What follows belongs to an exercise in optimizing a design on an open flow for small area; a production flow would make more cautious choices.
In this exercise RTL edits were held to simulation tests only and were not proved equivalent to the original.

garnet:
Design FFT_top, start of the top module:
module FFT_top (
input	wire 			clk,reset_n,
input	wire			start,
input	wire 	[15:0]	s_in,
output	wire 			s2p_en,
output	wire[15:0]		X_0_re,X_1_re,
						X_4_re,X_5_re,
						X_0_im,X_1_im,
						X_4_im,X_5_im,
						X_2_re,X_3_re,
						X_6_re,X_7_re,
						X_2_im,X_3_im,
						X_6_im,X_7_im
);
Size: roughly 1,400 cells after synthesis, about 300 flip-flops, roughly 280 I/O pins, ~0.016 mm^2 of cells after synthesis.
clock: 12.0 ns
lec_check: 0
cap_margin: 20
core_margin: 2
core_utilization: 70
cts_buf_list: sky130_fd_sc_hd__clkbuf_16
cts_cluster_diameter: 120
cts_cluster_size: 28
slew_margin: 20
standard.sh (not shown) runs the stock make flow with config.mk's settings and CLKGATE_MAP_FILE= SYNTH_SCRIPT=/design/flow/synth_recipe.tcl, a recipe that flattens the netlist after the stock synthesis.
==> flow/flow/run.sh <==
#!/bin/bash
# The standard layout (standard.sh), with three changes:
#  - synthesis is the standard flow's own (synth_recipe.tcl, sourced by area_synth.tcl),
#    except that ABC maps the logic with its area-oriented mapper
#    (abc_amap.script) instead of ORFS's speed script; flip-flop mapping and
#    names are untouched;
#  - the port buffers are the smallest buffer (buf_1);
#  - one tie cell drives the constant outputs.
# Each tool's full output goes to standard_flow.log and ORFS's own logs.
set -euo pipefail
export AREA_SYNTH_DIR="$PWD"
bash standard.sh "SYNTH_SCRIPT=$PWD/flow/area_synth.tcl" \
  "BUFFER_PORTS_ARGS=-buffer_cell sky130_fd_sc_hd__buf_1" \
  SKIP_REPAIR_TIE_FANOUT=1 finish > standard_flow.log 2>&1
==> flow/flow/abc_amap.script <==
strash
dch
amap
==> flow/flow/area_synth.tcl <==
# The standard flow's synthesis (synth_recipe.tcl in the work folder), with ABC's
# technology mapping run with flow/abc_amap.script in place of ORFS's script.
proc abc {args} {
  set i [lsearch -exact $args -script]
  if {$i >= 0} {
    lset args [expr {$i + 1}] $::env(AREA_SYNTH_DIR)/flow/abc_amap.script
  }
  yosys abc {*}$args
}
source $::env(AREA_SYNTH_DIR)/synth_recipe.tcl
diff inputs: garnet => fjord
Settings: CTS_CLUSTER_SIZE now 25, was 28; CTS_CLUSTER_DIAMETER now 100, was 120.
==> comparison <==
Summary of fjord over garnet: largest stage delay on the critical path held; count of clock-buffer cells in the layout went up. Compared fjord against garnet; summed area of non-filler cells in the final layout within noise. From garnet to fjord, number of synthesized flops with an enable pin did not move at all. Wire length delta (fjord − garnet): unfavourable.
Input changes introduced in sierra (baseline for comparison: fjord):
==> flow/flow/run.sh <==
#!/bin/bash
# Standard layout, except that the port buffers the standard flow's flow adds are the
# smallest buffer (buf_1) instead of the default choice, and one tie cell
# drives the constant outputs.
set -euo pipefail
bash standard.sh "BUFFER_PORTS_ARGS=-buffer_cell sky130_fd_sc_hd__buf_1" SKIP_REPAIR_TIE_FANOUT=1 finish > standard_flow.log 2>&1
removed: flow/flow/abc_amap.script
removed: flow/flow/area_synth.tcl
### Flow results
fjord reached the end of the flow, and the finished layout is clean on the timing, DRC and antenna checks. sierra finished every stage and its layout cleared the timing, DRC and antenna checks. On via-per-instance ratio: between sierra and fjord, it ends up higher for fjord. [compare] base=fjord new=sierra: number of tap cells inserted saw an increase, portion of the layout cell area used by clock cells did not really move. fjord ended up with sky130_fd_sc_hd__clkinv_1 as its most frequent standard cell in the layout excluding fill and tap cells; sierra ended up with sky130_fd_sc_hd__inv_1. The lower post-route clock skew came out of fjord. The highest signal layer in the routed design comes out met5 in one run and met4 in the other, namely in fjord and sierra respectively.
> inputs changed (sierra -> quartz)
Settings: CORE_UTILIZATION: 70 -> 80.
==> run notes <==
Compared sierra against quartz; clock transition at the registers of the reported paths within noise. Between sierra and quartz, cell count decreased. Compared with sierra, quartz shows maximum clock frequency lower by 0.89%. Compared with sierra, quartz ends up with less cell area. Going from sierra to quartz, portion of the clock cycle consumed by the worst path in the final layout grows by 0.84 points. Synthesis-to-finish area growth on quartz is down relative to sierra.


Another version of the RTL of FFT_top (not shown whole).
Size: ~1600 cells after synthesis, about 300 flip-flops, roughly 280 I/O pins.
## FFT_top
module FFT_top (
input	wire 			clk,reset_n,
input	wire			start,
input	wire 	[15:0]	s_in,
output	wire 			s2p_en,
output	wire[15:0]		X_0_re,X_1_re,
						X_4_re,X_5_re,
						X_0_im,X_1_im,
						X_4_im,X_5_im,
						X_2_re,X_3_re,
						X_6_re,X_7_re,
						X_2_im,X_3_im,
						X_6_im,X_7_im
);
export LEC_CHECK = 0
export ABC_AREA = 1
export CAP_MARGIN = 20
export CORE_MARGIN = 2
export CORE_UTILIZATION = 70
export CTS_BUF_LIST = sky130_fd_sc_hd__clkbuf_16
export CTS_CLUSTER_DIAMETER = 100
export CTS_CLUSTER_SIZE = 25
export SLEW_MARGIN = 20
create_clock -name core_clock -period 12.0 [get_ports {clk}]
==> flow/flow/run.sh <==
#!/bin/bash
# Standard layout, except that the port buffers the standard flow's flow adds are the
# smallest buffer (buf_1) instead of the default choice, and one tie cell
# drives the constant outputs.
set -euo pipefail
bash standard.sh "BUFFER_PORTS_ARGS=-buffer_cell sky130_fd_sc_hd__buf_1" SKIP_REPAIR_TIE_FANOUT=1 finish > standard_flow.log 2>&1
The first run completed with no timing, DRC or antenna violations.
Change:
ABC_AREA = unset   (was 1)
=> Core utilization went down by 0.48 points. Worst setup slack loses 0.23 ns. Cell count came out lower by 8.9%. Clock-buffer cell count does not change. Routed wire length went down by 2.8%. Die area fell by 0.99%.


Another version of the RTL of FFT_top (not shown whole).
For scale: roughly 1,500 cells after synthesis, roughly 300 flip-flops, ~280 I/O pins, about 18,000 sq um of cells after synthesis.
export LEC_CHECK = 0
export CAP_MARGIN = 20
export CORE_MARGIN = 2
export CORE_UTILIZATION = 70
export CTS_BUF_LIST = sky130_fd_sc_hd__clkbuf_16
export CTS_CLUSTER_DIAMETER = 100
export CTS_CLUSTER_SIZE = 30
export SLEW_MARGIN = 20
create_clock -name core_clock -period 12.0 [get_ports {clk}]
run.sh (not shown) runs the stock make flow with config.mk's settings and CLKGATE_MAP_FILE= SYNTH_SCRIPT=/design/flow/synth_recipe.tcl, a recipe that flattens the netlist after the stock synthesis.
Stock flow here: none of the scripts above is used.
Then changed:
Settings changed: CORE_UTILIZATION 70 to 40, CTS_BUF_LIST sky130_fd_sc_hd__clkbuf_16 to default, CTS_CLUSTER_DIAMETER 100 to default, CTS_CLUSTER_SIZE 30 to default.
What happened: Routed wire length rises by 3.5%; non-clock buffer count went up by 1; final area increases by about 5%; worst setup slack is better by 0.27 ns; sequential share of layout area drops by 1.8 points; hold slack got worse by 0.021 ns; first-iteration DRC count fell by about 26%; via count shrinks by 3.1%; global-route usage goes down by 13 points; final cell count is higher by 15%.


The RTL this note starts from:
==> flow/design.v <==
module rca #(parameter W = 16) (
  input  wire [W-1:0] a, b,
  input  wire         ci,
  output wire [W-1:0] s
);
  wire [W:0] c;
  assign c[0] = ci;
  genvar i;
  generate for (i = 0; i < W; i = i + 1) begin : g
    assign s[i]   = a[i] ^ b[i] ^ c[i];
    assign c[i+1] = (a[i] & b[i]) | (a[i] & c[i]) | (b[i] & c[i]);
  end endgenerate
endmodule
module mulw (
  input  wire [16:0] u,
  output wire [15:0] y
);
  wire [19:0] u20 = {{3{u[16]}}, u};
  wire [22:0] u23 = {{6{u[16]}}, u};
  wire [23:0] u24 = {{7{u[16]}}, u};
  wire [19:0] a;             
  wire [22:0] a23 = {{3{a[19]}}, a};
  wire [22:0] b;             
  wire [23:0] c;             
  wire [29:0] b30 = {{7{b[22]}}, b};
  wire [29:0] c30 = {{6{c[23]}}, c};
  wire [29:0] r;             
  assign a[1:0] = u[1:0];
  rca #(18) ra (.a(u20[19:2]), .b(u20[17:0]), .ci(1'b0), .s(a[19:2]));
  assign b[2:0] = a[2:0];
  rca #(20) rb (.a(a23[22:3]), .b(a23[19:0]), .ci(1'b0), .s(b[22:3]));
  assign c[5:0] = u[5:0];
  rca #(18) rc (.a(u24[23:6]), .b(u24[17:0]), .ci(1'b0), .s(c[23:6]));
  assign r[7:0] = c[7:0];
  rca #(22) rr (.a(b30[21:0]), .b(c30[29:8]), .ci(1'b0), .s(r[29:8]));
  assign y = r[29:14];
endmodule
module FFT_top (
input	wire 			clk,reset_n,
input	wire			start,
input	wire 	[15:0]	s_in,
output	wire 			s2p_en,
output	wire[15:0]		X_0_re,X_1_re,
						X_4_re,X_5_re,
						X_0_im,X_1_im,
						X_4_im,X_5_im,
						X_2_re,X_3_re,
						X_6_re,X_7_re,
						X_2_im,X_3_im,
						X_6_im,X_7_im
);
reg       toggle, en, primed;
reg [2:0] p;                  
always @(posedge clk, negedge reset_n) begin
  if (!reset_n) begin
    toggle <= 1'b0; en <= 1'b0; p <= 3'd0; primed <= 1'b0;
  end else begin
    if (start) toggle <= ~toggle;
    en <= toggle & ~start;
    if (en) p <= p + 3'd1;
    if (en && p == 3'd7) primed <= 1'b1;
  end
end
assign s2p_en = en;
wire p0 = (p == 3'd0), p1 = (p == 3'd1), p2 = (p == 3'd2), p3 = (p == 3'd3);
wire p4 = (p == 3'd4), p5 = (p == 3'd5), p6 = (p == 3'd6), p7 = (p == 3'd7);
reg [15:0] d1, d2;             
always @(posedge clk) if (en) begin d1 <= s_in; d2 <= d1; end
reg [15:0] X0a, ABa, A2p;
reg [15:1] X4a;
wire [15:0] xg = en ? d2 : 16'd0;
wire        sub4  = en & (p6 | p7 | p0 | p1);
wire        subab = en & (p4 | p5 | p0 | p1);
wire        init0 = en & p2;
wire        initab = en & (p2 | p6);
wire [15:0] x0s, x4s, abs_;
rca #(16) ax0 (.a(init0  ? 16'd0 : X0a), .b(xg),                 .ci(1'b0),  .s(x0s));
rca #(16) ax4 (.a(init0  ? 16'd0 : {X4a[15:1], X0a[0]}), .b(xg ^ {16{sub4}}), .ci(sub4), .s(x4s));
rca #(16) aab (.a(initab ? 16'd0 : ABa), .b(xg ^ {16{subab}}),   .ci(subab), .s(abs_));
always @(posedge clk) begin
  X0a <= x0s; X4a <= x4s[15:1]; ABa <= abs_;
  if (en && p6) A2p <= ABa;
end
wire [15:0] da = p7 ? d1 : d2;
wire [15:0] db = p7 ? s_in : d1;
wire [15:0] df;
rca #(16) adf (.a(da), .b(~db), .ci(1'b1), .s(df));
reg  [15:0] C, D;
reg  [16:0] E, F;
reg         m_p, nz_p, nzv_p;
wire [16:0] es = {E[15], E[15:0]};
wire [16:0] fs = {df[15], df};
wire [16:0] dif, sum;
rca #(17) aum (.a(es), .b(~fs), .ci(1'b1), .s(dif));    
rca #(17) aup (.a(es), .b(fs),  .ci(1'b0), .s(sum));    
wire        m_n = (df == 16'h8000);
wire [16:0] u1r = {dif[16] ^ m_n, dif[15:0]};           
wire [15:0] my;
mulw umul (.u(p0 ? F : E), .y(my));
always @(posedge clk) if (en) begin
  if (p2) C <= df;
  if (p4) D <= df;
  if (p6) E <= {1'b0, df};
  if (p7) begin
    E <= sum; F <= u1r;
    m_p <= m_n; nz_p <= |u1r[13:0]; nzv_p <= |sum[13:0];
  end
  if (p0) F[15:0] <= my;
  if (p1) E[15:0] <= my;
end
wire [15:0] P, Q, R, S;
rca #(16) aP (.a(C), .b(F[15:0]),  .ci(1'b0),   .s(P));     
rca #(16) aQ (.a(C), .b(~F[15:0]), .ci(1'b1),   .s(Q));     
rca #(16) aR (.a(D), .b(~E[15:0]), .ci(~nzv_p), .s(R));     
rca #(16) aS (.a(D), .b(E[15:0]),  .ci(nzv_p),  .s(S));     
reg [15:0] H0, HP, HR;
reg [15:1] H4, HA2, HB2, HQ, HS;
reg        Hm, Hnz;
always @(posedge clk, negedge reset_n) begin
  if (!reset_n) begin
    H0 <= 16'd0; H4 <= 15'd0; HA2 <= 15'd0; HB2 <= 15'd0;
    HP <= 16'd0; HQ <= 15'd0; HR <= 16'd0; HS <= 15'd0;
    Hm <= 1'b0; Hnz <= 1'b0;
  end else if (en && p2 && primed) begin
    H0 <= X0a; H4 <= X4a; HA2 <= A2p[15:1]; HB2 <= ABa[15:1];
    HP <= P; HQ <= Q[15:1]; HR <= R; HS <= S[15:1];
    Hm <= m_p; Hnz <= nz_p;
  end
end
wire        b2lsb = H0[1] ^ H4[1];
wire [15:0] fX4 = {H4, H0[0]};
wire [15:0] fA2 = {HA2, b2lsb ^ H0[0]};
wire [15:0] fB2 = {HB2, b2lsb};
wire [15:0] fQ  = {HQ, HP[0]};
wire [15:0] fS  = {HS, HR[0]};
wire [15:0] K  = Hm ? 16'hB504 : 16'd0;
wire [15:0] nK = Hm ? 16'h4AFC : 16'd0;       
wire [15:0] x7r, x3r, x1i, x5i, x2i;
rca #(16) o7r (.a(HP),  .b(K),   .ci(Hnz),  .s(x7r));   
rca #(16) o3r (.a(fQ),  .b(~K),  .ci(~Hnz), .s(x3r));   
rca #(16) o1i (.a(~fS), .b(nK),  .ci(1'b1), .s(x1i));   
rca #(16) o5i (.a(~HR), .b(K),   .ci(1'b1), .s(x5i));   
rca #(16) o2i (.a(~fB2), .b(16'd0), .ci(1'b1), .s(x2i));  
assign X_0_re = H0;   assign X_0_im = 16'd0;
assign X_4_re = fX4;   assign X_4_im = 16'd0;
assign X_2_re = fA2;  assign X_2_im = x2i;
assign X_6_re = fA2;  assign X_6_im = fB2;
assign X_1_re = HP;   assign X_1_im = x1i;
assign X_5_re = fQ;   assign X_5_im = x5i;
assign X_3_re = x3r;  assign X_3_im = HR;
assign X_7_re = x7r;  assign X_7_im = fS;
endmodule
clock: 12.0 ns
lec_check: 0
abc_area: 1
cap_margin: 20
core_margin: 2
core_utilization: 70
cts_buf_list: sky130_fd_sc_hd__clkbuf_16
cts_cluster_diameter: 100
cts_cluster_size: 25
slew_margin: 20
Change:
==> flow/flow/run.sh (new file) <==
#!/bin/bash
# Standard layout, except that the port buffers the standard flow's flow adds are the
# smallest buffer (buf_1) instead of the default choice.
set -euo pipefail
bash standard.sh "BUFFER_PORTS_ARGS=-buffer_cell sky130_fd_sc_hd__buf_1" finish > standard_flow.log 2>&1
==> flow/standard.sh (new file) <==
#!/bin/bash
# synth_recipe.tcl (not shown) runs the flow's synth.tcl, then flattens the netlist and writes it again
# the make line also repeats each setting of config.mk as NAME=value (left out here)
make -C /OpenROAD-flow-scripts/flow DESIGN_CONFIG=/design/flow/config.mk WORK_HOME=/design/flow/orfs CLKGATE_MAP_FILE= SYNTH_SCRIPT=/design/flow/synth_recipe.tcl "${@:-finish}"
--- a/flow/config.mk
+++ b/flow/config.mk
@@ -8 +7,0 @@
-export ABC_AREA = 1
removed: flow/run.sh
=> Sequential share of layout area climbs by 2.4 points; cell area drops by a few percent; clock skew drops by 0.011 ns; core utilization drops by 5.6 points; routed wire length drops by a little under a tenth; die area climbs slightly; clock-buffer cell count is unchanged.
Change:
==> flow/flow/run.sh (replaced) <==
#!/bin/bash
# Standard layout, except that the port buffers the standard flow's flow adds are the
# smallest buffer (buf_1) instead of the default choice, and one tie cell
# drives the constant outputs.
set -euo pipefail
bash standard.sh "BUFFER_PORTS_ARGS=-buffer_cell sky130_fd_sc_hd__buf_1" SKIP_REPAIR_TIE_FANOUT=1 finish > standard_flow.log 2>&1
--- a/flow/config.mk
+++ b/flow/config.mk
@@ -7,0 +8 @@
+export ABC_AREA = 1
Synthesized cell count is higher by roughly a tenth.
Utilization is lower by 0.71 points.
Die area is lower slightly.
Count of clock-buffer cells in the layout does not change.
Hold slack loses 0.0082 ns.
Critical path depth is higher by 2.
Worst setup slack gains 0.12 ns.
Non-clock buffer count is higher by 3.
Final cell count is higher by a few percent.
Change:
==> flow/flow/run.sh (replaced) <==
#!/bin/bash
# Standard layout, except that the port buffers the standard flow's flow adds are the
# smallest buffer (buf_1) instead of the default choice.
set -euo pipefail
bash standard.sh "BUFFER_PORTS_ARGS=-buffer_cell sky130_fd_sc_hd__buf_1" finish > standard_flow.log 2>&1
The new run passed the timing, DRC and antenna checks; first-iteration DRC count goes down by a few percent; routed wire length goes down by a few percent; final area goes up slightly; critical path depth goes up by 1; sequential share of layout area goes down by 0.20 points; hold slack loses 0.012 ns; cell count goes up slightly; non-clock buffer count is unchanged.

-- afterwards: timing with drivers on the ports --
The results above use ideal ports. As a check the final layouts listed here were re-extracted and re-timed, cells and wires unchanged. Step 1 (the two cells are an assumption about what drives the block):
set clk [get_ports {clk}]
set_driving_cell -lib_cell sky130_fd_sc_hd__clkbuf_16 $clk
set_driving_cell -lib_cell sky130_fd_sc_hd__buf_2 [delete_from_list [all_inputs] $clk]
Step 2, shift: input delay + t, output delay - t, t = (earliest + latest rising clock arrival at the registers) / 2. This alone moves slack from input paths to output paths. a / b / c = ideal ports / drivers / drivers and shift; a / b = the first two.
run | shift t [ns] | slack for setup (ns) | worst register clock-pin slew, ns | cell pins on the clock port's net
garnet | 0.555 | 0.665 / 0.665 / 0.665 | 0.12 / 0.12 | 1
fjord | 0.551 | 0.693 / 0.693 / 0.693 | 0.11 / 0.11 | 1
sierra | 0.555 | 0.805 / 0.805 / 0.805 | 0.11 / 0.11 | 1
quartz | 0.540 | 0.704 / 0.704 / 0.704 | 0.11 / 0.11 | 1
the first run of note 2 | 0.549 | 1.120 / 1.120 / 1.120 | 0.11 / 0.11 | 1
the second run of note 2 | 0.556 | 0.894 / 0.894 / 0.894 | 0.11 / 0.11 | 1
the first run of note 3 | 0.540 | 0.540 / 0.540 / 0.540 | 0.12 / 0.12 | 1
the second run of note 3 | 0.599 | 0.808 / 0.808 / 0.808 | 0.06 / 0.06 | 1
the first run of note 4 | 0.551 | 0.531 / 0.531 / 0.531 | 0.11 / 0.11 | 1
the second run of note 4 | 0.546 | 0.569 / 0.569 / 0.569 | 0.11 / 0.11 | 1
the third run of note 4 | 0.558 | 0.694 / 0.694 / 0.694 | 0.11 / 0.11 | 1
the fourth run of note 4 | 0.554 | 0.792 / 0.792 / 0.792 | 0.11 / 0.11 | 1
After both steps every run listed still meets setup and hold.
